This design comes from an exercise in tuning for small area and a short achievable clock period on the open sky130 flow, not from production work. Only simulation tests tie the RTL to the original design; equivalence was not proved.

== job 9123 ==
Design main, start of the top module:
module main (
    input wire clk,
    input wire rst,
    input wire [7:0] in,
    input wire [2:0] op,
    input wire apply,
    output wire [7:0] tail,
    output wire empty,
    output reg valid
);
For scale: roughly 530 cells after synthesis, ~44 flip-flops, about 0.0042 sq mm of cells after synthesis.
==> flow/config.mk <==
export PLATFORM = sky130hd
export DESIGN_NAME = main
export DESIGN_NICKNAME = main
export VERILOG_FILES = /design/flow/design.v
export SDC_FILE = /design/flow/constraint.sdc
export NUM_CORES = 4
export LEC_CHECK = 0
export ABC_AREA = 1
export CAP_MARGIN = 0
export CORE_MARGIN = 2
export CORE_UTILIZATION = 60
export SETUP_SLACK_MARGIN = 2.5
export SLEW_MARGIN = 0
export TNS_END_PERCENT = 10
==> flow/constraint.sdc <==
create_clock -name core_clock -period 15.5 [get_ports {clk}]
set_input_delay 3.1000 -clock core_clock [delete_from_list [all_inputs] [get_ports {clk}]]
set_output_delay 3.1000 -clock core_clock [all_outputs]
set_load 0.01 [all_outputs]
run.sh (not shown) runs the stock make flow with config.mk's settings and CLKGATE_MAP_FILE= SYNTH_SCRIPT=/design/flow/synth_recipe.tcl, a recipe that flattens the netlist after the stock synthesis.
## Diff of input files: job 4314 against job 9123
Settings: swapping 2.5 for 3 in SETUP_SLACK_MARGIN; clearing ABC_AREA, which used to be 1.
Findings:
Job 4314 against job 9123; wire length on met1 is up by a few percent.
Comparing area after synthesis for job 4314 and job 9123, the bigger number came from job 4314.
Looking at height of the chip, job 4314 sits above job 9123.
The following lists how job 4079 was set up differently from job 4314:
Settings: swapping 3 for 2 in SETUP_SLACK_MARGIN; putting ABC_AREA at 1 where nothing was set.
Results
Relative to job 4314, met3 wirelength from detailed routing decreased by 55% in job 4079.
In summary, job 4079 completed successfully, with a layout that passed the timing, design-rule and antenna checks.
Between job 4079 and job 4314, it is job 4079 whose proportion of final cell area spent on non-clock buffers is lower, by 7.9 points.
Sequential share of layout area in job 4079 vs job 4314: up 4.4 points
Setup WNS job 4314 -> job 4079: worse
Global-route usage over all layers delta for job 4079 relative to job 4314: 1.2 points lower
Fraction of the core area covered by cells at the end of the flow (higher): job 4314
The fraction of final layout cells with drive strength greater than 1 reported for job 4079 is smaller than that of job 4314 by 26 points.
Looking only at number of global-route vias before repair, and setting everything else aside, the lower value of job 4079 and job 4314 goes to job 4314.
The inputs of job 1471 differ from those of job 4079 as listed below.
Settings: SETUP_SLACK_MARGIN now 3, was 2.
==> notes.md <==
The flow did not stop early for job 1471: all stages ran, and the layout cleared the timing, design-rule and antenna checks.
In terms of overall global routing resource usage, job 1471 and job 4079 differ only marginally.
Between job 4079 and job 1471, wire length on met3 increased.
Compared with job 4079, job 1471 shows a higher non-clock buffer count.
Per the comparison of job 1471 with job 4079, post-layout worst setup margin rose by 770 ps, final non-filler cell area has increased.
From job 4079 to job 1471 the numbers moved as follows: number of cells in the finished layout apart from fillers now sits higher; maximum frequency from static timing analysis now sits higher; number of global-route vias before repair now sits at about the same level.
Of job 1471 and job 4079, the higher critical path depth belongs to job 4079.
Relative to job 1471, the following input files were edited for job 4093:
Settings: SETUP_SLACK_MARGIN: 3 -> 5.
[summary]
Job 4093 finished all stages; the layout is clean.
Row count of cell instances traversed by the critical path: job 4093 higher / job 1471 lower
Job 4093 vs job 1471, class of the most critical setup path: reg2reg vs in2reg
Job 4093 ends up with higher final setup slack of the worst path than job 1471 does.
Between job 4093 and job 1471, the sequential cell count figures differ only marginally.

## run D
main again, from the RTL that the note above started with.
clock: 15.5 ns
lec_check: 0
abc_area: 1
cap_margin: 0
core_margin: 2
core_utilization: 60
gpl_timing_driven: 0
setup_slack_margin: 3
slew_margin: 0
tns_end_percent: 10
Run D: full flow OK, the timing, design-rule and antenna checks passed
[inputs] run G vs run D
# run D
export LEC_CHECK = 0
export ABC_AREA = 1
export CAP_MARGIN = 0
export CORE_MARGIN = 2
export CORE_UTILIZATION = 60
export GPL_TIMING_DRIVEN = 0
export SETUP_SLACK_MARGIN = 3
export SLEW_MARGIN = 0
export TNS_END_PERCENT = 10
create_clock -name core_clock -period 15.5 [get_ports {clk}]
# run G
export LEC_CHECK = 0
export ABC_AREA = 1
export CAP_MARGIN = 0
export CORE_MARGIN = 2
export CORE_UTILIZATION = 70
export SETUP_SLACK_MARGIN = 3
export SLEW_MARGIN = 0
export TNS_END_PERCENT = 10
create_clock -name core_clock -period 15.5 [get_ports {clk}]
==> comparison <==
- Area of the multi-input gates ended up about 0.7% lower on run G than on run D.
- Post-detailed-placement cell area delta for run G relative to run D: about 1.8% lower
- Going from run D to run G, clock skew saw an increase; clock network area share saw little to no change.
- Run G against run D: final standard cell utilization of the core went up by 10 points; via count went up by 130; number of gates on the worst path with buffers counted went down by 9; number of nets in the synthesized netlist was more or less identical.
- [compare] base=run D new=run G: data required time of the critical path held, number of global-route vias before repair went down about 2%.

## job 103
main, a different RTL version from the one above (not shown whole).
Size in the first run: roughly 550 cells after synthesis, ~44 flip-flops, roughly 24 I/O pins, ~0.0048 mm2 of cells after synthesis.
clock: 15.5 ns
lec_check: 0
abc_area: 1
cap_margin: 0
core_margin: 2
core_utilization: 60
setup_slack_margin: 4
slew_margin: 0
tns_end_percent: 10
Relative to job 103, the following input files were edited for job 104:
- CORE_UTILIZATION now 50, was 60
- SETUP_SLACK_MARGIN now 5, was 4
Notes after the runs:
Going from job 103 to job 104, initial cell density of the core decreased 10 points, final period demand of the worst path decreased 0.43 ns, total area of multi-input combinational cells increased 5.1%. Compared with job 103, job 104 shows a post-route fraction of the period consumed by the critical path that is 2.8 points lower. Synthesized cell count: job 103 vs job 104 identical. Wire length ends up lower on job 103.

## build 26
main, a different RTL version from the one above (not shown whole).
Size: about 44 flip-flops, roughly 24 I/O pins, ~0.0054 mm² of cells after synthesis.
clock: 15.5 ns
lec_check: 0
abc_area: 1
cap_margin: 20
core_margin: 2
core_utilization: 75
setup_slack_margin: 5
slew_margin: 20
Seen in the log of build 26: DPL-0038 during global routing (5_1_grt), after which the run never completed.
Edits applied to the flow inputs when going from build 26 to build 66:
# build 26
export LEC_CHECK = 0
export ABC_AREA = 1
export CAP_MARGIN = 20
export CORE_MARGIN = 2
export CORE_UTILIZATION = 75
export SETUP_SLACK_MARGIN = 5
export SLEW_MARGIN = 20
create_clock -name core_clock -period 15.5 [get_ports {clk}]
# build 66
export LEC_CHECK = 0
export ABC_AREA = 1
export CAP_MARGIN = 20
export CORE_MARGIN = 2
export CORE_UTILIZATION = 60
export SETUP_SLACK_MARGIN = 5
export SLEW_MARGIN = 20
create_clock -name core_clock -period 15.5 [get_ports {clk}]
On area of placed instances, build 66 and build 26 are neck and neck.
Summary of build 66 over build 26: area share of and/or/nand/nor cells after synthesis comparable, cell count after placement now larger.
Build 26 did not make it past global routing (5_1_grt), where a tool error ended it.
Build 66: all stages complete, timing, DRC and antenna checks passed
--- input diff build 66..build 98 ---
==> flow/flow/run.sh (new file) <==
#!/bin/bash
MARGIN=$(cat flow/margin.txt)
sed "s/SETUP_SLACK_MARGIN=[0-9.]*/SETUP_SLACK_MARGIN=$MARGIN/" standard.sh > standard_margin.sh
bash standard_margin.sh > standard.log 2>&1
==> flow/flow/margin.txt (new file) <==
8
==> flow/standard.sh (new file) <==
#!/bin/bash
# synth_recipe.tcl (not shown) runs the flow's synth.tcl, then flattens the netlist and writes it again
# the make line also repeats each setting of config.mk as NAME=value (left out here)
make -C /OpenROAD-flow-scripts/flow DESIGN_CONFIG=/design/flow/config.mk WORK_HOME=/design/flow/orfs CLKGATE_MAP_FILE= SYNTH_SCRIPT=/design/flow/synth_recipe.tcl "${@:-finish}"
removed: flow/run.sh
==> notes.md <==
[compare] base=build 66 new=build 98: multi-input gate area in the final layout has increased, detailed-route wire length per cell has increased.
--- input diff build 98..build 2 ---
# build 98
export LEC_CHECK = 0
export ABC_AREA = 1
export CAP_MARGIN = 20
export CORE_MARGIN = 2
export CORE_UTILIZATION = 60
export SETUP_SLACK_MARGIN = 5
export SLEW_MARGIN = 20
create_clock -name core_clock -period 15.5 [get_ports {clk}]
# build 2
export LEC_CHECK = 0
export CAP_MARGIN = 20
export CORE_MARGIN = 2
export CORE_UTILIZATION = 60
export SETUP_SLACK_MARGIN = 5
export SLEW_MARGIN = 20
create_clock -name core_clock -period 15.5 [get_ports {clk}]
==> flow/run.sh (new file) <==
#!/bin/bash
# synth_recipe.tcl (not shown) runs the flow's synth.tcl, then flattens the netlist and writes it again
# the make line also repeats each setting of config.mk as NAME=value (left out here)
make -C /OpenROAD-flow-scripts/flow DESIGN_CONFIG=/design/flow/config.mk WORK_HOME=/design/flow/orfs CLKGATE_MAP_FILE= SYNTH_SCRIPT=/design/flow/synth_recipe.tcl finish
removed: flow/flow/run.sh
removed: flow/flow/margin.txt
removed: flow/standard.sh
Results
- No run among build 2 and build 98 stopped early or left any final violation; all are clean.
- Changes observed in build 2 relative to build 98: placed instance count went down by 17%; first-iteration DRC count went down by about 3.8%.
- Build 2 vs. build 98: worst setup slack went down by 1260 ps.
- Relative to build 98, placed instance area has gone down in build 2.
- Floorplan die area: build 2 better than build 98
- Final design area excluding fillers delta (build 2 − build 98): favourable
> inputs changed (build 2 -> build 8)
# build 2
export LEC_CHECK = 0
export CAP_MARGIN = 20
export CORE_MARGIN = 2
export CORE_UTILIZATION = 60
export SETUP_SLACK_MARGIN = 5
export SLEW_MARGIN = 20
create_clock -name core_clock -period 15.5 [get_ports {clk}]
# build 8
export LEC_CHECK = 0
export CAP_MARGIN = 20
export CORE_MARGIN = 2
export CORE_UTILIZATION = 40
export SLEW_MARGIN = 20
create_clock -name core_clock -period 15.5 [get_ports {clk}]
## What came out
- The final layouts of build 8 and build 2 pass the timing, design-rule and antenna checks.
- Fmax: build 8 lower than build 2
- The cell area in build 8 sits 710 µm² below the value recorded for build 2.
- In the flow results for build 8 and build 2, the delay of the slowest critical-path stage is smaller on build 2.
- Going from build 2 to build 8, the final core utilization was found to have gone down by 31 points.
- Measured against build 2, the placeable core region of build 8 comes out at 1.5 times the reference value.
- As of build 8, wire length on met1 had risen slightly compared to build 2.
- Build 8 against build 2: count of distinct cell types in the synthesized netlist held steady, share of the cycle needed by the critical path after routing grew by 17 points, final routed wirelength across all metal layers shrank by 7.7%.

==> what the ideal ports hide <==
Ports are ideal in the flow. The routed layouts listed here were re-timed in OpenROAD. Step 1 assumes that a clkbuf_16 drives the clock port and a buf_2 every other input. Step 2 also shifts input and output timing later by t, the mid clock arrival at the registers, as if the neighbouring blocks saw the same clock. a / b / c = no drivers / after step 1 / after step 2; a / b = the first two.
run	t (ns)	setup WS [ns]	slew at the worst register clock pin (ns)	worst data-port slew with drivers (ns)
job 9123	0.324	3.539 / 3.539 / 3.304	0.08 / 0.08	0.03
job 4314	0.319	3.155 / 3.155 / 3.155	0.09 / 0.09	0.04
job 4079	0.323	3.135 / 3.135 / 3.135	0.08 / 0.08	0.03
job 1471	0.325	3.903 / 3.905 / 3.580	0.08 / 0.08	0.03
job 4093	0.318	4.418 / 4.418 / 4.239	0.08 / 0.08	0.04
run D	0.320	3.928 / 3.928 / 3.838	0.09 / 0.09	0.03
run G	0.331	3.850 / 3.850 / 3.557	0.10 / 0.10	0.04
job 103	0.325	4.414 / 4.414 / 4.414	0.08 / 0.08	0.03
job 104	0.318	4.847 / 4.847 / 4.847	0.09 / 0.09	0.04
build 66	0.324	5.310 / 5.310 / 5.310	0.08 / 0.08	0.03
build 98	0.329	5.212 / 5.212 / 5.212	0.09 / 0.09	0.04
build 2	0.318	3.950 / 3.950 / 3.950	0.09 / 0.09	0.04
build 8	0.310	1.318 / 1.318 / 1.318	0.06 / 0.06	0.03
After both steps every run listed still meets setup and hold. The setup slack of job 1471, which loses most, moves by +0.002 ns with the drivers and by -0.323 ns with both steps.
